What follows belongs to an exercise in optimizing a design on an open flow for a short achievable clock period and few clock cycles; a production flow would make more cautious choices.
In this exercise RTL edits were held to simulation tests only and were not proved equivalent to the original.

**flow/run.sh**
```bash
#!/bin/bash
# synth_recipe.tcl (not shown) runs the flow's synth.tcl, then flattens the netlist and writes it again
# the make line also repeats each setting of config.mk as NAME=value (left out here)
make -C /OpenROAD-flow-scripts/flow DESIGN_CONFIG=/design/flow/config.mk WORK_HOME=/design/flow/orfs CLKGATE_MAP_FILE= SYNTH_SCRIPT=/design/flow/synth_recipe.tcl finish
```
**flow/config.mk**
```make
export PLATFORM = sky130hd
export DESIGN_NAME = MultiCore
export DESIGN_NICKNAME = MultiCore
export VERILOG_FILES = /design/flow/design.v
export SDC_FILE = /design/flow/constraint.sdc
export NUM_CORES = 4
export LEC_CHECK = 0
export ABC_CLOCK_PERIOD_IN_PS = 3500
export CAP_MARGIN = 20
export CORE_MARGIN = 2
export CORE_UTILIZATION = 40
export SETUP_SLACK_MARGIN = 5
export SLEW_MARGIN = 20
```
**flow/constraint.sdc**
```tcl
create_clock -name core_clock -period 9.0 [get_ports {clock}]
set_input_delay 1.8000 -clock core_clock [delete_from_list [all_inputs] [get_ports {clock}]]
set_output_delay 1.8000 -clock core_clock [all_outputs]
set_load 0.01 [all_outputs]
```
**flow/design.v**
```verilog
module add12 (input [11:0] a, input [11:0] b, input cin, output [11:0] s);
    wire [11:0] p = a ^ b;
    reg [11:0] G, P;
    integer i, d;
    always @(*) begin
        G = a & b;
        P = p;
        G[0] = G[0] | (p[0] & cin);
        for (d = 1; d < 12; d = d * 2)
            for (i = 11; i >= d; i = i - 1) begin
                G[i] = G[i] | (P[i] & G[i-d]);
                P[i] = P[i] & P[i-d];
            end
    end
    assign s = p ^ {G[10:0], cin};
endmodule
module mul12 (input [11:0] a, input [11:0] r1, input [11:0] m3, input [11:0] m5,
              input [11:0] m7, output [11:0] p);
    function [11:0] msel(input [2:0] d, input [11:0] x1, input [11:0] x3,
                         input [11:0] x5, input [11:0] x7);
        case (d)
            3'd0: msel = 12'd0;
            3'd1: msel = x1;
            3'd2: msel = {x1[10:0], 1'b0};
            3'd3: msel = x3;
            3'd4: msel = {x1[9:0], 2'b0};
            3'd5: msel = x5;
            3'd6: msel = {x3[10:0], 1'b0};
            default: msel = x7;
        endcase
    endfunction
    wire [11:0] t0 = msel(a[2:0], r1, m3, m5, m7);
    wire [11:0] t1 = msel(a[5:3], r1, m3, m5, m7);
    wire [11:0] t2 = msel(a[8:6], r1, m3, m5, m7);
    wire [11:0] t3 = msel(a[11:9], r1, m3, m5, m7);
    wire [11:0] x0 = t0;
    wire [11:0] x1 = {t1[8:0], 3'b0};
    wire [11:0] x2 = {t2[5:0], 6'b0};
    wire [11:0] x3 = {t3[2:0], 9'b0};
    wire [11:0] s1 = x0 ^ x1 ^ x2;
    wire [11:0] c1 = {((x0[10:0] & x1[10:0]) | (x0[10:0] & x2[10:0]) | (x1[10:0] & x2[10:0])), 1'b0};
    wire [11:0] s2 = s1 ^ c1 ^ x3;
    wire [11:0] c2 = {((s1[10:0] & c1[10:0]) | (s1[10:0] & x3[10:0]) | (c1[10:0] & x3[10:0])), 1'b0};
    add12 fin (.a(s2), .b(c2), .cin(1'b0), .s(p));
endmodule
module Bus #(
    parameter MEM_WIDTH = 12,
    parameter INS_WIDTH = 8
) (
    input wire [3:0] selectIn,  
    input wire [MEM_WIDTH-1:0] DataMem, R, RL, RC, RP, RQ, R1, ACC,
    input wire [INS_WIDTH-1:0] IR,
    output reg [MEM_WIDTH-1:0] busOut
);
localparam  [3:0]
    DataMem_sel = 4'b0, 
    R_sel    = 4'd1,
    IR_sel   = 4'd2,
    RL_sel   = 4'd3,
    RC_sel   = 4'd4,
    RP_sel   = 4'd5,
    RQ_sel   = 4'd6,
    R1_sel   = 4'd7,
    ACC_sel   = 4'd8,
    idle     = 4'd9;
always @(*) begin
    case (selectIn)
        DataMem_sel: busOut = DataMem;
        R_sel:  busOut = R;
        IR_sel: busOut =  {{(MEM_WIDTH-INS_WIDTH){1'b0}},IR};  
        RL_sel: busOut =  RL;
        RC_sel: busOut =  RC;
        RP_sel: busOut =  RP;
        RQ_sel: busOut =  RQ;
        R1_sel: busOut =  R1;
        ACC_sel: busOut =  ACC;   
        default: busOut = {(MEM_WIDTH){1'b0}};
    endcase
end
endmodule
module Register #(
    parameter WIDTH = 12
) 
(
    input wire clock,
    input wire rst,
    input wire writeEn,
    input wire [WIDTH-1:0] dataIn,
    output wire [WIDTH-1:0] dataOut
);
reg [WIDTH-1:0] temp;
    always @(posedge clock) begin
        if (rst == 1) temp <= 0;
        else if (writeEn) temp <= dataIn;
    end
assign dataOut = temp;
endmodule
module incRegister 
#(parameter WIDTH = 12 )   
(
    input [WIDTH-1:0]dataIn,
    input writeEn,rst,clock,incEn,
    output [WIDTH-1:0]dataOut
);
reg [WIDTH-1:0]value;
always @(posedge clock) begin
    if (rst)
        value <= 0;
    else if (writeEn)
        value <= dataIn;
    else if (incEn)
        value <= value + 1'b1;
end
assign dataOut = value;
endmodule  
module isZeroReg 
#(parameter WIDTH = 12)
(
    input wire clock,
    input wire rst,
    input wire writeEn,
    input wire [WIDTH-1:0] dataIn,
    output wire dataOut
);
reg temp;
    always @(posedge clock) begin
        if (rst == 1) temp <= 1'b0;
        else if (writeEn == 1) begin
            if (dataIn == 0) temp <= 1;
            else temp <= 0;
        end
        else temp <= dataOut;
    end
assign dataOut = temp;
endmodule
module ControlUnit 
#(
    parameter INS_WIDTH = 8
)
(
    input clk,reset,start,Zout,
    input [INS_WIDTH-1:0]ins,
    output reg [2:0]aluOp,
    output reg [3:0]incReg,     
    output reg [9:0]wrEnReg,    
    output reg [3:0]busSel,
    output reg DataMemWrEn,ZWrEn,
    output done,ready
);
localparam  IDLE = 6'd0,   
            NOP1 = 6'd1,
            ENDOP1 = 6'd2,
            CLAC1 = 6'd3,
            FETCH_DELAY1 = 6'd37,      
            FETCH1 = 6'd4,
            FETCH2 = 6'd5,
            LDIAC_DELAY1 =  6'd38,      
            LDIAC1 = 6'd6,
            LDIAC2 = 6'd7,
            LDIAC_DELAY2 = 6'd39,        
            LDIAC3 = 6'd8,
            LDAC1 = 6'd9,
            LDAC_DELAY1 = 6'd40,        
            LDAC2 = 6'd10,
            STIR_DELAY1 = 6'd41,        
            STIR1 = 6'd11,
            STIR2 = 6'd12,
            STIR_DELAY2 = 6'd42,        
            STIR3 = 6'd13,
            STR1 = 6'd14,
            STR_DELAY1 = 6'd43,          
            STR2 = 6'd15,
            JUMP_DELAY1 = 6'd44,         
            JUMP1 = 6'd16,
            JUMP2 = 6'd17,
            JMPNZY_DILAY1 = 6'd45,       
            JMPNZY1 = 6'd18,
            JMPNZY2 = 6'd19,
            JMPNZN1 = 6'd20,
            JMPZY_DELAY1 = 6'd46,        
            JMPZY1 = 6'd21,
            JMPZY2 = 6'd22,
            JMPZN1 = 6'd23,
            MUL1 = 6'd24,
            ADD1 = 6'd25,
            SUB1 = 6'd26,
            INCAC1 = 6'd27,
            MV_RL_AC1 = 6'd28,
            MV_RP_AC1 = 6'd29,
            MV_RQ_AC1 = 6'd30,
            MV_RC_AC1 = 6'd31,
            MV_R_AC1 = 6'd32,
            MV_R1_AC1 = 6'd33,
            MV_AC_RP1 = 6'd34,
            MV_AC_RQ1 = 6'd35,
            MV_AC_RL1 = 6'd36;
localparam  clr_alu  =  3'd0,    
            pass_alu =  3'd1,
            add_alu  =  3'd2,
            sub_alu  =  3'd3,
            mul_alu  =  3'd4,
            inc_alu  =  3'd5,
            idle_alu =  3'd6;
localparam  DMem_bus = 4'b0,    
            R_bus    = 4'd1,
            IR_bus   = 4'd2,
            RL_bus   = 4'd3,
            RC_bus   = 4'd4,
            RP_bus   = 4'd5,
            RQ_bus   = 4'd6,
            R1_bus   = 4'd7,
            AC_bus   = 4'd8,
            idle_bus = 4'd9;
localparam    
            NOP	     =  8'd0,
            ENDOP    =	8'd1,
            CLAC     =	8'd2,
            LDIAC    =	8'd3,
            LDAC     =	8'd4,
            STR      =	8'd5,
            STIR     =	8'd6,
            JUMP     =	8'd7,
            JMPNZ    =	8'd8,
            JMPZ     =	8'd9,
            MUL	     =  8'd10,
            ADD	     =  8'd11,
            SUB	     =  8'd12,
            INCAC    =  8'd13,
            MV_RL_AC =	{4'd1,4'd15},
            MV_RP_AC =	{4'd2,4'd15},
            MV_RQ_AC =	{4'd3,4'd15},
            MV_RC_AC =	{4'd4,4'd15},
            MV_R_AC  =	{4'd5,4'd15},
            MV_R1_AC =	{4'd6,4'd15},
            MV_AC_RP =	{4'd7,4'd15},
            MV_AC_RQ =	{4'd8,4'd15},
            MV_AC_RL =	{4'd9,4'd15};
localparam [9:0]
    no_wrEn = 10'b0000000000,
    AR_wrEn = 10'b1000000000,
    R_wrEn  = 10'b0100000000,
    PC_wrEn = 10'b0010000000,
    IR_wrEn = 10'b0001000000,
    RL_wrEn = 10'b0000100000,
    RC_wrEn = 10'b0000010000,
    RP_wrEn = 10'b0000001000,
    RQ_wrEn = 10'b0000000100,
    R1_wrEn = 10'b0000000010,
    AC_wrEn = 10'b0000000001;
localparam [3:0]
    no_inc = 4'b0000,
    PC_inc = 4'b1000,
    RC_inc = 4'b0100,
    RP_inc = 4'b0010,
    RQ_inc = 4'b0001,
    RC_RP_RQ_inc = 4'b0111;
reg [5:0]currentState, nextState;
always @(posedge clk) begin
    if (reset) begin
        currentState <= IDLE;
    end
    else begin
        currentState <= nextState;
    end
end
always @(start, Zout, ins, currentState) begin
    case (currentState)    
        IDLE: begin
            aluOp <= idle_alu;
            incReg <= 4'd0;
            wrEnReg <= 10'd0;
            busSel <= idle_bus;
            DataMemWrEn <= 1'b0;
            ZWrEn <= 1'b0;
            if (start)
                nextState <= FETCH1;
            else
                nextState <= IDLE;
        end
        NOP1: begin
            aluOp <= idle_alu;
            incReg <= 4'd0;
            wrEnReg <= 10'd0;
            busSel <= idle_bus;
            DataMemWrEn <= 1'b0;
            ZWrEn <= 1'b0;
            nextState <= FETCH1;
        end
        ENDOP1: begin
            aluOp <= idle_alu;
            incReg <= 4'd0;
            wrEnReg <= 10'd0;
            busSel <= DMem_bus;
            DataMemWrEn <= 1'b0;
            ZWrEn <= 1'b0;
            nextState <= ENDOP1;
        end
        CLAC1: begin
            aluOp <= clr_alu;
            incReg <= 4'd0;
            wrEnReg <= 10'd1;
            busSel <= idle_bus;
            DataMemWrEn <= 1'b0;
            ZWrEn <= 1'b1;
            nextState <= FETCH1;
        end
        FETCH_DELAY1: begin
            aluOp <= idle_alu;
            incReg <= 4'd0;
            wrEnReg <= IR_wrEn;
            busSel <= idle_bus;
            DataMemWrEn <= 1'b0;
            ZWrEn <= 1'b0;
            nextState <= FETCH1;
        end
        FETCH1: begin
            aluOp <= idle_alu;
            incReg <= 4'd0;
            wrEnReg <= IR_wrEn;
            busSel <= idle_bus;
            DataMemWrEn <= 1'b0;
            ZWrEn <= 1'b0;
            nextState <= FETCH2;
        end
        FETCH2: begin
            aluOp <= idle_alu;
            incReg <= PC_inc;
            wrEnReg <= 10'd0;
            busSel <= 4'd0;
            DataMemWrEn <= 1'b0;
            ZWrEn <= 1'b0;
            case (ins)    
                NOP: nextState <= NOP1;
                ENDOP: nextState <= ENDOP1;
                CLAC: nextState <= CLAC1;
                LDIAC: nextState <= LDIAC_DELAY1; 
                LDAC: nextState <= LDAC1;
                STR: nextState <= STR1;
                STIR: nextState <= STIR_DELAY1;   
                JUMP: nextState <= JUMP_DELAY1;  
                JMPNZ: nextState <= (Zout == 0)? JMPNZY_DILAY1 : JMPNZN1; 
                JMPZ: nextState <= (Zout == 1)? JMPZY_DELAY1 : JMPZN1;  
                MUL: nextState <= MUL1;
                ADD: nextState <= ADD1;
                SUB: nextState <= SUB1;
                INCAC: nextState <= INCAC1;
                MV_RL_AC: nextState <= MV_RL_AC1;
                MV_RP_AC: nextState <= MV_RP_AC1;
                MV_RQ_AC: nextState <= MV_RQ_AC1;
                MV_RC_AC: nextState <= MV_RC_AC1;
                MV_R_AC: nextState <= MV_R_AC1;
                MV_R1_AC: nextState <= MV_R1_AC1;
                MV_AC_RP: nextState <= MV_AC_RP1;
                MV_AC_RQ: nextState <= MV_AC_RQ1;
                MV_AC_RL: nextState <= MV_AC_RL1;
                default : nextState <= IDLE;                    
            endcase
        end
        LDIAC_DELAY1: begin
            aluOp <= idle_alu;
            incReg <= 4'd0;
            wrEnReg <= IR_wrEn;
            busSel <= idle_bus;
            DataMemWrEn <= 1'b0;
            ZWrEn <= 1'b0;
            nextState <= LDIAC1;
        end
        LDIAC1: begin
            aluOp <= idle_alu;
            incReg <= 4'd0;
            wrEnReg <= IR_wrEn;
            busSel <= idle_bus;
            DataMemWrEn <= 1'b0;
            ZWrEn <= 1'b0;
            nextState <= LDIAC2;
        end
        LDIAC2: begin
            aluOp <= idle_alu;
            incReg <= PC_inc;
            wrEnReg <= AR_wrEn;
            busSel <= IR_bus;
            DataMemWrEn <= 1'b0;
            ZWrEn <= 1'b0;
            nextState <= LDIAC_DELAY2;
        end
        LDIAC_DELAY2: begin
            aluOp <= pass_alu;
            incReg <= no_inc;
            wrEnReg <= AC_wrEn;
            busSel <= DMem_bus;
            DataMemWrEn <= 1'b0;
            ZWrEn <= 1'b1;
            nextState <= LDIAC3;
        end
        LDIAC3: begin
            aluOp <= pass_alu;
            incReg <= no_inc;
            wrEnReg <= AC_wrEn;
            busSel <= DMem_bus;
            DataMemWrEn <= 1'b0;
            ZWrEn <= 1'b1;
            nextState <= FETCH_DELAY1;
        end
        LDAC1: begin
            aluOp <= idle_alu;
            incReg <= no_inc;
            wrEnReg <= AR_wrEn;
            busSel <= AC_bus;
            DataMemWrEn <= 1'b0;
            ZWrEn <= 1'b0;
            nextState <= LDAC_DELAY1;
        end
        LDAC_DELAY1: begin
            aluOp <= pass_alu;
            incReg <= no_inc;
            wrEnReg <= AC_wrEn;
            busSel <= DMem_bus;
            DataMemWrEn <= 1'b0;
            ZWrEn <= 1'b1;
            nextState <= LDAC2;
        end
        LDAC2: begin
            aluOp <= pass_alu;
            incReg <= no_inc;
            wrEnReg <= AC_wrEn;
            busSel <= DMem_bus;
            DataMemWrEn <= 1'b0;
            ZWrEn <= 1'b1;
            nextState <= FETCH_DELAY1;
        end
        STR1: begin
            aluOp <= idle_alu;
            incReg <= no_inc;
            wrEnReg <= AR_wrEn;
            busSel <= AC_bus;
            DataMemWrEn <= 1'b0;
            ZWrEn <= 1'b0;
            nextState <= STR_DELAY1;
        end
        STR_DELAY1: begin
            aluOp <= idle_alu;
            incReg <= no_inc;
            wrEnReg <= no_wrEn;
            busSel <= idle_bus;
            DataMemWrEn <= 1'b1;
            ZWrEn <= 1'b0;
            nextState <= STR2;
        end
        STR2: begin
            aluOp <= idle_alu;
            incReg <= no_inc;
            wrEnReg <= no_wrEn;
            busSel <= idle_bus;
            DataMemWrEn <= 1'b1;
            ZWrEn <= 1'b0;
            nextState <= FETCH1;
        end
        STIR_DELAY1: begin
            aluOp <= idle_alu;
            incReg <= no_inc;
            wrEnReg <= IR_wrEn;
            busSel <= idle_bus;
            DataMemWrEn <= 1'b0;
            ZWrEn <= 1'b0;
            nextState <= STIR1;
        end
        STIR1: begin
            aluOp <= idle_alu;
            incReg <= no_inc;
            wrEnReg <= IR_wrEn;
            busSel <= idle_bus;
            DataMemWrEn <= 1'b0;
            ZWrEn <= 1'b0;
            nextState <= STIR2;
        end
        STIR2: begin
            aluOp <= idle_alu;
            incReg <= PC_inc;
            wrEnReg <= AR_wrEn;
            busSel <= IR_bus;
            DataMemWrEn <= 1'b0;
            ZWrEn <= 1'b0;
            nextState <= STIR_DELAY2;
        end
        STIR_DELAY2: begin
            aluOp <= idle_alu;
            incReg <= no_inc;
            wrEnReg <= no_wrEn;
            busSel <= idle_bus;
            DataMemWrEn <= 1'b1;
            ZWrEn <= 1'b0;
            nextState <= STIR3;
        end
        STIR3: begin
            aluOp <= idle_alu;
            incReg <= no_inc;
            wrEnReg <= no_wrEn;
            busSel <= idle_bus;
            DataMemWrEn <= 1'b1;
            ZWrEn <= 1'b0;
            nextState <= FETCH_DELAY1;
        end
        JUMP_DELAY1: begin
            aluOp <= idle_alu;
            incReg <= 4'd0;
            wrEnReg <= IR_wrEn;
            busSel <= 4'd0;
            DataMemWrEn <= 1'b0;
            ZWrEn <= 1'b0;
            nextState <= JUMP1;
        end
        JUMP1: begin
            aluOp <= idle_alu;
            incReg <= 4'd0;
            wrEnReg <= IR_wrEn;
            busSel <= 4'd0;
            DataMemWrEn <= 1'b0;
            ZWrEn <= 1'b0;
            nextState <= JUMP2;
        end
        JUMP2: begin
            aluOp <= idle_alu;
            incReg <= 4'd0;
            wrEnReg <= PC_wrEn;
            busSel <= IR_bus;
            DataMemWrEn <= 1'b0;
            ZWrEn <= 1'b0;
            nextState <= FETCH_DELAY1;
        end
        JMPNZY_DILAY1: begin
            aluOp <= idle_alu;
            incReg <= 4'd0;
            wrEnReg <= IR_wrEn;
            busSel <= 4'd0;
            DataMemWrEn <= 1'b0;
            ZWrEn <= 1'b0;
            nextState <= JMPNZY1;
        end
        JMPNZY1: begin
            aluOp <= idle_alu;
            incReg <= 4'd0;
            wrEnReg <= IR_wrEn;
            busSel <= 4'd0;
            DataMemWrEn <= 1'b0;
            ZWrEn <= 1'b0;
            nextState <= JMPNZY2;
        end
        JMPNZY2: begin
            aluOp <= idle_alu;
            incReg <= 4'd0;
            wrEnReg <= PC_wrEn;
            busSel <= IR_bus;
            DataMemWrEn <= 1'b0;
            ZWrEn <= 1'b0;
            nextState <= FETCH_DELAY1;
        end
        JMPNZN1: begin
            aluOp <= idle_alu;
            incReg <= PC_inc;
            wrEnReg <= no_wrEn;
            busSel <= idle_bus;
            DataMemWrEn <= 1'b0;
            ZWrEn <= 1'b0;
            nextState <= FETCH_DELAY1;
        end
        JMPZY_DELAY1: begin
            aluOp <= idle_alu;
            incReg <= 4'd0;
            wrEnReg <= IR_wrEn;
            busSel <= 4'd0;
            DataMemWrEn <= 1'b0;
            ZWrEn <= 1'b0;
            nextState <= JMPZY1;
        end
        JMPZY1: begin
            aluOp <= idle_alu;
            incReg <= 4'd0;
            wrEnReg <= IR_wrEn;
            busSel <= 4'd0;
            DataMemWrEn <= 1'b0;
            ZWrEn <= 1'b0;
            nextState <= JMPZY2;
        end
        JMPZY2: begin
            aluOp <= idle_alu;
            incReg <= 4'd0;
            wrEnReg <= PC_wrEn;
            busSel <= IR_bus;
            DataMemWrEn <= 1'b0;
            ZWrEn <= 1'b0;
            nextState <= FETCH_DELAY1;
        end
        JMPZN1: begin
            aluOp <= idle_alu;
            incReg <= PC_inc;
            wrEnReg <= no_wrEn;
            busSel <= idle_bus;
            DataMemWrEn <= 1'b0;
            ZWrEn <= 1'b0;
            nextState <= FETCH_DELAY1;
        end
        MUL1: begin
            aluOp <= mul_alu;
            incReg <= RC_RP_RQ_inc;
            wrEnReg <= AC_wrEn;
            busSel <= R1_bus;
            DataMemWrEn <= 1'b0;
            ZWrEn <= 1'b1;
            nextState <= FETCH_DELAY1;
        end
        ADD1: begin
            aluOp <= add_alu;
            incReg <= no_inc;
            wrEnReg <= AC_wrEn;
            busSel <= R_bus;
            DataMemWrEn <= 1'b0;
            ZWrEn <= 1'b1;
            nextState <= FETCH_DELAY1;
        end
        SUB1: begin
            aluOp <= sub_alu;
            incReg <= no_inc;
            wrEnReg <= AC_wrEn;
            busSel <= RC_bus;
            DataMemWrEn <= 1'b0;
            ZWrEn <= 1'b1;
            nextState <= FETCH_DELAY1;
        end
        INCAC1: begin
            aluOp <= inc_alu;
            incReg <= no_inc;
            wrEnReg <= AC_wrEn;
            busSel <= idle_bus;
            DataMemWrEn <= 1'b0;
            ZWrEn <= 1'b1;
            nextState <= FETCH_DELAY1;
        end
        MV_RL_AC1: begin
            aluOp <= idle_alu;
            incReg <= no_inc;
            wrEnReg <= RL_wrEn;
            busSel <= AC_bus;
            DataMemWrEn <= 1'b0;
            ZWrEn <= 1'b0;
            nextState <= FETCH_DELAY1;
        end
        MV_RP_AC1: begin
            aluOp <= idle_alu;
            incReg <= no_inc;
            wrEnReg <= RP_wrEn;
            busSel <= AC_bus;
            DataMemWrEn <= 1'b0;
            ZWrEn <= 1'b0;
            nextState <= FETCH_DELAY1;
        end
        MV_RQ_AC1: begin
            aluOp <= idle_alu;
            incReg <= no_inc;
            wrEnReg <= RQ_wrEn;
            busSel <= AC_bus;
            DataMemWrEn <= 1'b0;
            ZWrEn <= 1'b0;
            nextState <= FETCH_DELAY1;
        end
        MV_RC_AC1: begin
            aluOp <= idle_alu;
            incReg <= no_inc;
            wrEnReg <= RC_wrEn;
            busSel <= AC_bus;
            DataMemWrEn <= 1'b0;
            ZWrEn <= 1'b0;
            nextState <= FETCH_DELAY1;
        end
        MV_R_AC1: begin
            aluOp <= idle_alu;
            incReg <= no_inc;
            wrEnReg <= R_wrEn;
            busSel <= AC_bus;
            DataMemWrEn <= 1'b0;
            ZWrEn <= 1'b0;
            nextState <= FETCH_DELAY1;
        end
        MV_R1_AC1: begin
            aluOp <= idle_alu;
            incReg <= no_inc;
            wrEnReg <= R1_wrEn;
            busSel <= AC_bus;
            DataMemWrEn <= 1'b0;
            ZWrEn <= 1'b0;
            nextState <= FETCH_DELAY1;
        end
        MV_AC_RP1: begin
            aluOp <= pass_alu;
            incReg <= no_inc;
            wrEnReg <= AC_wrEn;
            busSel <= RP_bus;
            DataMemWrEn <= 1'b0;
            ZWrEn <= 1'b1;
            nextState <= FETCH_DELAY1;
        end
        MV_AC_RQ1: begin
            aluOp <= pass_alu;
            incReg <= no_inc;
            wrEnReg <= AC_wrEn;
            busSel <= RQ_bus;
            DataMemWrEn <= 1'b0;
            ZWrEn <= 1'b1;
            nextState <= FETCH_DELAY1;
        end
        MV_AC_RL1: begin
            aluOp <= pass_alu;
            incReg <= no_inc;
            wrEnReg <= AC_wrEn;
            busSel <= RL_bus;
            DataMemWrEn <= 1'b0;
            ZWrEn <= 1'b1;
            nextState <= FETCH_DELAY1;
        end
        default : begin
            aluOp <= idle_alu;
            incReg <= 4'd0;
            wrEnReg <= 10'd0;
            busSel <= 4'd0;
            DataMemWrEn <= 1'b0;
            ZWrEn <= 1'b0;
            nextState <= IDLE;
        end            
    endcase
end
assign done = (currentState == ENDOP1)?1'b1:1'b0;
assign ready = (currentState == IDLE)? 1'b1:1'b0;
endmodule  
module Processor #(
    parameter MEM_WIDTH = 12,
    parameter INS_WIDTH = 8,
    parameter MEM_ADDR = 12,
    parameter INS_ADDR = 8
) (
    input wire clock,reset,start,
    input wire [MEM_WIDTH-1:0] fromDataMem,
    input wire [INS_WIDTH-1:0] fromInsMem,
    output wire [MEM_WIDTH-1:0] toDataMem,
    output wire [MEM_ADDR-1:0] MemAddr,
    output wire [INS_ADDR-1:0] InsAddr,
    output wire DataMemoryWriteEnable,
    output wire done,ready
);
wire [MEM_WIDTH-1:0] aluA, aluB, aluOUT;
wire [2:0] aluOP;
wire [3:0] busSel;
wire [MEM_WIDTH-1:0] busOut;
wire [INS_WIDTH-1:0] IRout;
wire [MEM_WIDTH-1:0] Rout, RLout, RCout, RPout, RQout, R1out, ACCout;
wire Zout, ZWrEn;
wire [3:0]  incReg;     
wire [9:0]  wrEnReg;    
ControlUnit #(.INS_WIDTH(INS_WIDTH)) controlUnit(
    .clk(clock), .reset(reset), .start(start), 
    .Zout(Zout), 
    .ins(IRout), 
    .aluOp(aluOP), 
    .incReg(incReg), 
    .wrEnReg(wrEnReg), 
    .busSel(busSel), 
    .DataMemWrEn(DataMemoryWriteEnable), 
    .ZWrEn(ZWrEn), 
    .done(done), .ready(ready)
    );
ALU #(.WIDTH(MEM_WIDTH)) alu(
    .A(aluA), .B(aluB), 
    .ALUop(aluOP), 
    .result(aluOUT)
    );
Bus #(.MEM_WIDTH(MEM_WIDTH), .INS_WIDTH(INS_WIDTH)) bus(
    .selectIn(busSel), 
    .DataMem(fromDataMem), 
    .R(Rout), .RL(RLout), .RC(RCout), .RP(RPout), .RQ(RQout), .R1(R1out), 
    .ACC(ACCout), .IR(IRout), 
    .busOut(busOut)
    );
Register #(.WIDTH(MEM_WIDTH)) AR(
    .dataIn(busOut), 
    .writeEn(wrEnReg[9]), .rst(reset), .clock(clock),
    .dataOut(MemAddr)
    );
Register #(.WIDTH(MEM_WIDTH)) R(
    .dataIn(busOut),
    .writeEn(wrEnReg[8]), .rst(reset), .clock(clock),
    .dataOut(Rout)
    );
incRegister #(.WIDTH(INS_WIDTH)) PC(
    .dataIn(IRout), 
    .writeEn(wrEnReg[7]), .rst(reset), .clock(clock), 
    .incEn(incReg[3]), 
    .dataOut(InsAddr)
    );
Register #(.WIDTH(INS_WIDTH)) IR(
    .dataIn(fromInsMem), 
    .writeEn(wrEnReg[6]), .rst(reset), .clock(clock),
    .dataOut(IRout)
    );    
Register #(.WIDTH(MEM_WIDTH)) RL(
    .dataIn(busOut), 
    .writeEn(wrEnReg[5]), .rst(reset), .clock(clock),
    .dataOut(RLout)
    );
incRegister #(.WIDTH(MEM_WIDTH)) RC(
    .dataIn(busOut), 
    .writeEn(wrEnReg[4]), .rst(reset), .clock(clock), 
    .incEn(incReg[2]), 
    .dataOut(RCout)
    );
incRegister #(.WIDTH(MEM_WIDTH)) RP(
    .dataIn(busOut), 
    .writeEn(wrEnReg[3]), .rst(reset), .clock(clock),
    .incEn(incReg[1]), 
    .dataOut(RPout)
    );
incRegister #(.WIDTH(MEM_WIDTH)) RQ(
    .dataIn(busOut), 
    .writeEn(wrEnReg[2]), .rst(reset), .clock(clock), 
    .incEn(incReg[0]), 
    .dataOut(RQout)
    );
Register #(.WIDTH(MEM_WIDTH)) R1(
    .dataIn(busOut), 
    .writeEn(wrEnReg[1]), .rst(reset), .clock(clock), 
    .dataOut(R1out)
    );
Register #(.WIDTH(MEM_WIDTH)) ACC(
    .dataIn(aluOUT), 
    .writeEn(wrEnReg[0]), .rst(reset), .clock(clock), 
    .dataOut(ACCout)
    );
isZeroReg #(.WIDTH(MEM_WIDTH)) Z(
    .dataIn(aluOUT), 
    .clock(clock), .rst(reset), .writeEn(ZWrEn), 
    .dataOut(Zout)
    );
assign toDataMem = Rout;
assign aluA = ACCout;
assign aluB = busOut;
endmodule
module MultiCore #(
    parameter CORE_COUNT = 3,
    parameter MEM_WIDTH = 12,
    parameter INS_WIDTH = 8,
    parameter MEM_ADDR = 11,
    parameter INS_ADDR = 8
)
(
    input clock,reset,start,
    input [MEM_WIDTH*CORE_COUNT-1:0] ProcessorDataIn,
    input [INS_WIDTH-1:0] InsMemOut,
    output [MEM_WIDTH*CORE_COUNT-1:0] ProcessorDataOut,
    output [INS_ADDR-1:0] InsAddr,
    output [MEM_ADDR-1:0] MemAddr,
    output DataMemoryWriteEnable, ready, done
);
localparam [7:0]
    NOP = 8'h00, ENDOP = 8'h01, CLAC = 8'h02, LDIAC = 8'h03, LDAC = 8'h04,
    STR = 8'h05, STIR = 8'h06, JUMP = 8'h07, JMPNZ = 8'h08, JMPZ = 8'h09,
    MUL = 8'h0a, ADD = 8'h0b, SUB = 8'h0c, INCAC = 8'h0d,
    MV_RL_AC = 8'h1f, MV_RP_AC = 8'h2f, MV_RQ_AC = 8'h3f, MV_RC_AC = 8'h4f,
    MV_R_AC = 8'h5f, MV_R1_AC = 8'h6f, MV_AC_RP = 8'h7f, MV_AC_RQ = 8'h8f,
    MV_AC_RL = 8'h9f;
reg [7:0] FA;         
reg [7:0] IR;         
reg IRv;              
reg IRo;              
reg IRoLd, IRoSt;     
reg stall_q;          
reg squash_q;         
reg LP;               
reg zv;               
reg run, rdy, dn;
wire [7:0] IB = InsMemOut;
wire op_valid = run & IRv & ~IRo;
wire ex = op_valid & ~stall_q;
wire dENDOP = (IR == ENDOP);
wire dCLAC  = (IR == CLAC);
wire dLDIAC = (IR == LDIAC);
wire dLDAC  = (IR == LDAC);
wire dSTR   = (IR == STR);
wire dSTIR  = (IR == STIR);
wire dJUMP  = (IR == JUMP);
wire dJMPNZ = (IR == JMPNZ);
wire dJMPZ  = (IR == JMPZ);
wire dMUL   = (IR == MUL);
wire dADD   = (IR == ADD);
wire dSUB   = (IR == SUB);
wire dINC   = (IR == INCAC);
wire dRL_AC = (IR == MV_RL_AC);
wire dRP_AC = (IR == MV_RP_AC);
wire dRQ_AC = (IR == MV_RQ_AC);
wire dRC_AC = (IR == MV_RC_AC);
wire dR_AC  = (IR == MV_R_AC);
wire dR1_AC = (IR == MV_R1_AC);
wire dAC_RP = (IR == MV_AC_RP);
wire dAC_RQ = (IR == MV_AC_RQ);
wire dAC_RL = (IR == MV_AC_RL);
wire is2 = dLDIAC | dSTIR | dJUMP | dJMPNZ | dJMPZ;
wire [11:0] AC0;
wire Z = zv & (AC0 == 12'd0);
wire taken = ex & (dJUMP | (dJMPNZ & ~Z) | (dJMPZ & Z));
wire ir2 = op_valid & is2;                  
wire ib_opc = ~squash_q & ~ir2;             
wire load_issue = (ex & dLDAC) | (run & IRv & IRo & IRoLd);
wire ib_hazard = (IB == LDAC) | (IB == STR) | (IB == MUL) | (IB == ADD) |
                 (IB == SUB) | (IB == INCAC) | (IB == JMPNZ) | (IB == JMPZ);
wire stall_n = ib_opc & ((load_issue & ib_hazard) | (ex & dR1_AC & (IB == MUL)));
always @(posedge clock) begin
    if (reset) begin
        FA <= 8'd0; IR <= 8'd0; IRv <= 1'b0; IRo <= 1'b0; IRoLd <= 1'b0; IRoSt <= 1'b0;
        stall_q <= 1'b0; squash_q <= 1'b0; LP <= 1'b0; zv <= 1'b0;
        run <= 1'b0; rdy <= 1'b1; dn <= 1'b0;
    end else begin
        if (rdy) begin
            FA <= start ? 8'd1 : 8'd0;
            if (start) begin rdy <= 1'b0; run <= 1'b1; end
        end else if (run) begin
            if (stall_n) FA <= FA;
            else if (taken) FA <= IB;
            else FA <= FA + 8'd1;
            if (!stall_q) begin
                IR <= IB;
                IRv <= ~squash_q;
                IRo <= ir2;
                IRoLd <= ir2 & dLDIAC;
                IRoSt <= ir2 & dSTIR;
            end
            if (ex & dENDOP) begin run <= 1'b0; dn <= 1'b1; end
        end
        stall_q <= run & stall_n;
        squash_q <= taken;
        LP <= load_issue;
        if ((ex & (dCLAC | dMUL | dADD | dSUB | dINC | dAC_RP | dAC_RQ | dAC_RL)) | LP)
            zv <= 1'b1;
    end
end
genvar i;
generate
    for (i = 0; i < CORE_COUNT; i = i + 1) begin : lane
        reg [11:0] AC, R, RL, RC, RP, RQ, R1;
        reg [11:0] M3, M5, M7;
        wire [11:0] DI = ProcessorDataIn[12*i +: 12];
        wire [11:0] ACc = LP ? DI : AC;
        wire [11:0] m3n, m5n, m7n, prod, sum, dif, inc;
        add12 a3 (.a(R1), .b({R1[10:0], 1'b0}), .cin(1'b0), .s(m3n));
        add12 a5 (.a(R1), .b({R1[9:0], 2'b0}), .cin(1'b0), .s(m5n));
        add12 a7 (.a({R1[8:0], 3'b0}), .b(~R1), .cin(1'b1), .s(m7n));
        mul12 mu (.a(AC), .r1(R1), .m3(M3), .m5(M5), .m7(M7), .p(prod));
        add12 aa (.a(AC), .b(R), .cin(1'b0), .s(sum));
        add12 as (.a(AC), .b(~RC), .cin(1'b1), .s(dif));
        add12 ai (.a(AC), .b(12'd0), .cin(1'b1), .s(inc));
        always @(posedge clock) begin
            M3 <= m3n; M5 <= m5n; M7 <= m7n;
        end
        always @(posedge clock) begin
            if (reset) begin
                AC <= 12'd0; R <= 12'd0; RL <= 12'd0; RC <= 12'd0;
                RP <= 12'd0; RQ <= 12'd0; R1 <= 12'd0;
            end else begin
                if (ex & dCLAC) AC <= 12'd0;
                else if (ex & dMUL) AC <= prod;
                else if (ex & dADD) AC <= sum;
                else if (ex & dSUB) AC <= dif;
                else if (ex & dINC) AC <= inc;
                else if (ex & dAC_RP) AC <= RP;
                else if (ex & dAC_RQ) AC <= RQ;
                else if (ex & dAC_RL) AC <= RL;
                else if (LP) AC <= DI;
                if (ex & dRL_AC) RL <= ACc;
                if (ex & dR_AC) R <= ACc;
                if (ex & dR1_AC) R1 <= ACc;
                if (ex & dRC_AC) RC <= ACc; else if (ex & dMUL) RC <= RC + 12'd1;
                if (ex & dRP_AC) RP <= ACc; else if (ex & dMUL) RP <= RP + 12'd1;
                if (ex & dRQ_AC) RQ <= ACc; else if (ex & dMUL) RQ <= RQ + 12'd1;
            end
        end
        assign ProcessorDataOut[12*i +: 12] = R;
    end
endgenerate
assign AC0 = lane[0].AC;
assign InsAddr = FA;
assign MemAddr = (IRv & IRo & (IRoLd | IRoSt)) ? {3'b000, IR} : AC0[10:0];
assign DataMemoryWriteEnable = (ex & dSTR) | (run & IRv & IRo & IRoSt);
assign ready = rdy;
assign done = dn;
endmodule
```
==> run notes <==
[cells in the final DEF (no fill, tap or decap), types with 17 or more instances in the layout]
cell and n:
nor2_1 410, dfxtp_1 342, nand2_1 282, o21ai_0 268
a21oi_1 246, a211oi_1 223, ha_1 200, xnor2_1 168
inv_1 160, buf_4 115, clkdlybuf4s50_1 91, nand3_1 71
nor3_1 69, xor2_1 67, and3_1 66, mux2i_1 61
clkbuf_16 48, o22ai_1 43, a31oi_1 42, a221oi_1 41
a21o_1 39, nor2b_1 37, a222oi_1 35, fa_1 32
o211ai_1 26, nand2b_1 26, or3_1 25, o21a_1 25
dfxtp_2 24, mux2_2 23, a21boi_0 21, and2_1 19
nand4_1 17
[worst max-delay path, stage by stage, from the launching register on]
cell and delay, ns:
dfxtp_1 0.33, o211ai_1 0.25, buf_6 0.16, buf_4 0.13
mux2_2 0.37, dlygate4sd2_1 0.30
[flip-flops by register name, indices dropped and copies added, names as in the netlist, 31 cells and up]
name and count:
lane.RL 36, lane.M5 33, lane.R 36, lane.RP 36, lane.M7 35, lane.R1 36, lane.RQ 36, lane.M3 31
lane.RC 36, lane.AC 36
[cell type report]
type / count / area, µm² / share of cell area
multi-input cells: 2875 / 20000 / 0.606
flip-flops and latches: 378 / 7640 / 0.231
repair buffers: 234 / 2100 / 0.0636
clock buffers: 62 / 1300 / 0.0394
well taps: 950 / 1190 / 0.0359
inverters: 169 / 651 / 0.0197
clock inverters: 18 / 154 / 0.00465
[cells by family after synthesis]
family	share of synthesized area
compound gates	0.273
flops	0.263
simple gates	0.177
buf+inv	0.0570
xor+xnor	0.0714
fa+ha+maj	0.121
mux	0.0381
[cell usage after synthesis, types with 9 or more instances]
| cell | n | area share |
|---|---|---|
| nor2_1 | 416 | 0.054 |
| dfxtp_1 | 378 | 0.26 |
| nand2_1 | 282 | 0.037 |
| o21ai_0 | 276 | 0.048 |
| a21oi_1 | 250 | 0.043 |
| a211oi_1 | 223 | 0.058 |
| ha_1 | 220 | 0.096 |
| clkbuf_1 | 195 | 0.025 |
| xnor2_1 | 168 | 0.051 |
| inv_1 | 167 | 0.022 |
| nand3_1 | 72 | 0.013 |
| nor3_1 | 71 | 0.012 |
| and3_1 | 67 | 0.015 |
| xor2_1 | 67 | 0.020 |
| mux2i_1 | 61 | 0.021 |
| a221oi_1 | 43 | 0.013 |
| a31oi_1 | 43 | 0.0093 |
| o22ai_1 | 43 | 0.0093 |
| nor2b_1 | 42 | 0.0091 |
| a21o_1 | 39 | 0.010 |
| fa_1 | 36 | 0.025 |
| a222oi_1 | 35 | 0.012 |
| nand2b_1 | 26 | 0.0056 |
| o211ai_1 | 26 | 0.0068 |
| buf_2 | 25 | 0.0043 |
| o21a_1 | 25 | 0.0065 |
| or3_1 | 25 | 0.0054 |
| mux2_2 | 24 | 0.0094 |
| a21boi_0 | 21 | 0.0055 |
| and2_1 | 19 | 0.0041 |
| nand4_1 | 17 | 0.0037 |
| a22oi_1 | 16 | 0.0042 |
| a32oi_1 | 15 | 0.0046 |
| buf_1 | 13 | 0.0017 |
| nor4_1 | 13 | 0.0028 |
| o221ai_1 | 13 | 0.0040 |
| o31ai_1 | 13 | 0.0034 |
| o32a_1 | 11 | 0.0038 |
| o32ai_1 | 11 | 0.0033 |
| a221o_1 | 10 | 0.0035 |
| buf_6 | 9 | 0.0035 |
| mux4_2 | 9 | 0.0070 |
[power by group]
group / switching [mW] / internal [mW] / total [mW]
clock: 0.797 / 1.07 / 1.86
sequential: 0.00747 / 1.67 / 1.68
combinational: 0.0507 / 0.0336 / 0.0844
[per-stage QoR]
stage	setup slack, ns	std cells	hold slack, ns	area (µm²)
after detailed placement	4.31	4546	0.441	30700
after floorplan	4.91	3662	0.386	28900
after global placement	4.31	4546	0.435	30700
final	5.07	4686	0.446	33100
after global routing	4.94	4686	0.473	33100
after CTS	4.95	4641	0.450	32500
[layer usage]
metal  up-vias  GRT usage  routed length, µm
met5         -          0                  0
met1     13500      0.384              47300
li1      13500          -                  -
met4         0     0.0904               3440
met2      1264      0.433              46800
met3       191     0.0360               8520
[worst paths after layout]
kind / cells after the start / from / endpoint / slack [ns]
max: 5 / IRoLd$_SDFFE_PP0P_ / MemAddr[0] / 5.07
max reg2reg: 15 / lane[0].AC[1]$_SDFF_PP0_ / lane[0].AC[11]$_SDFF_PP0_ / 5.11
min: 1 / squash_q$_SDFF_PP0_ / IRv$_SDFFE_PP0P_ / 0.45
min reg2reg: 1 / squash_q$_SDFF_PP0_ / IRv$_SDFFE_PP0P_ / 0.45
[what timing repair did]
| item | in CTS | in global routing |
|---|---|---|
| pin swaps | 6 | 24 |
| endpoints found under the setup margin | 27 | 17 |
| gates resized for setup | 79 | 66 |
| gates cloned | 1 | 3 |
| setup buffers | 14 | 42 |
==> results.toml <==
[layout]
fin_nets = 4006
antenna_cells = 0
post-route-util = 0.463
fillers = 7085
area_growth_pct = 14.8
drive_gt1_frac = 0.101

[critical_path]
cp_max_fo = 6
cp.required_ns = 7.20
critPathCaptureType = "output pin"
path_class = "flop to output pin"
cp.arrival_ns = 2.13
critPathLaunchType = "flop"

[synth]
synth_warnings = 3
seq_area_frac_synth = 0.263
ys_types = 84
syn_avg_cell_area_um2 = 7.87
synth_area_mm2 = 0.0288
async_flop_share = 0
yosys_most_used_dff = "dfxtp_1"
synth_seq_cells = 378
synth_edf_count = 0
synth_cells = 3662
synthesis.nets = 3965

[min_path]
hp-class = "flop to flop"

[route]
drt_iter0_markers = 3092
drt_pass1_iterations = 6
ant_nets = 0
drc = 0
vias = 28500
vias_per_cell = 6.07
wl_per_cell_um = 22.6
route.final.wire_length_um = 106000

[power]
max-vdd-ir-drop_uv = 125
p_per_area_mw_per_mm2 = 110
cellLeakagePower_nw = 12.4
totalPowerFinal_mw = 3.63

[floorplan]
rows = 98
io_pins = 105
core-area_mm2 = 0.0714
die_y_um = 272
die_x_um = 272
design.die.area_mm2 = 0.0742
start_util = 0.404

[place]
place.detailed.hpwl_um = 72700
io_buffer_count = 104
gp_congestion = 0.939

[clock_tree]
cts_buffer_depth = 3
cts_root_buffer = "clkbuf_16"
cts_hold_buf = 0
cts.htree.levels = 2
insertion_delay_ns = 0.62
clk_pin_slew_ns = 0.06
cts_buffers = 45
cts_tree = "built"
cts_sinks = 378

[timing]
fin_crit_sh = 0.437
setup_tns_ns = 0
setup_viol = 0
period_needed_ns = 3.93
max_freq_mhz = 254
worstMarginPinSlew_ns = 1.41
skew_ns = 0.0288
hold_viol = 0
rsz0062_at_grt = "true"
drv_slew = 0
slew_headroom = 0.0560

[outcome]
status = "finished clean"

[global_route]
antenna_found_initial = 0
grt_pass1_wl_um = 161000
grt_util_all_layers = 0.274
grt_overflow_total = 0
grt_pass1_vias = 26300
grt_max_degree = 90

[flow_run]
cap_viol_max_count = 0
Testbench counts, summed over its fixed seeds: cycles 54,952.

-- static timing again, ports no longer ideal --
In the flow no input, the clock included, has a driving cell. The finished layout below was timed again as built, in two steps. Step 1 (the two cells are an assumption about what drives the block):
set clk [get_ports {clock}]
set_driving_cell -lib_cell sky130_fd_sc_hd__clkbuf_16 $clk
set_driving_cell -lib_cell sky130_fd_sc_hd__buf_2 [delete_from_list [all_inputs] $clk]
Step 2 also shifts input and output timing later by t, the mid clock arrival at the registers, as if the neighbouring blocks saw the same clock. Slacks: ideal / step 1 / step 2; pairs: ideal / step 1.
shift t [ns]: 0.663
setup slack, ns: 5.066 / 5.004 / 4.896
latest minus earliest clock arrival (ns): 0.029 / 0.029
After both steps this run still meets setup and hold. For this run, drivers alone change the setup slack by -0.062 ns; drivers and shift together by -0.170 ns.
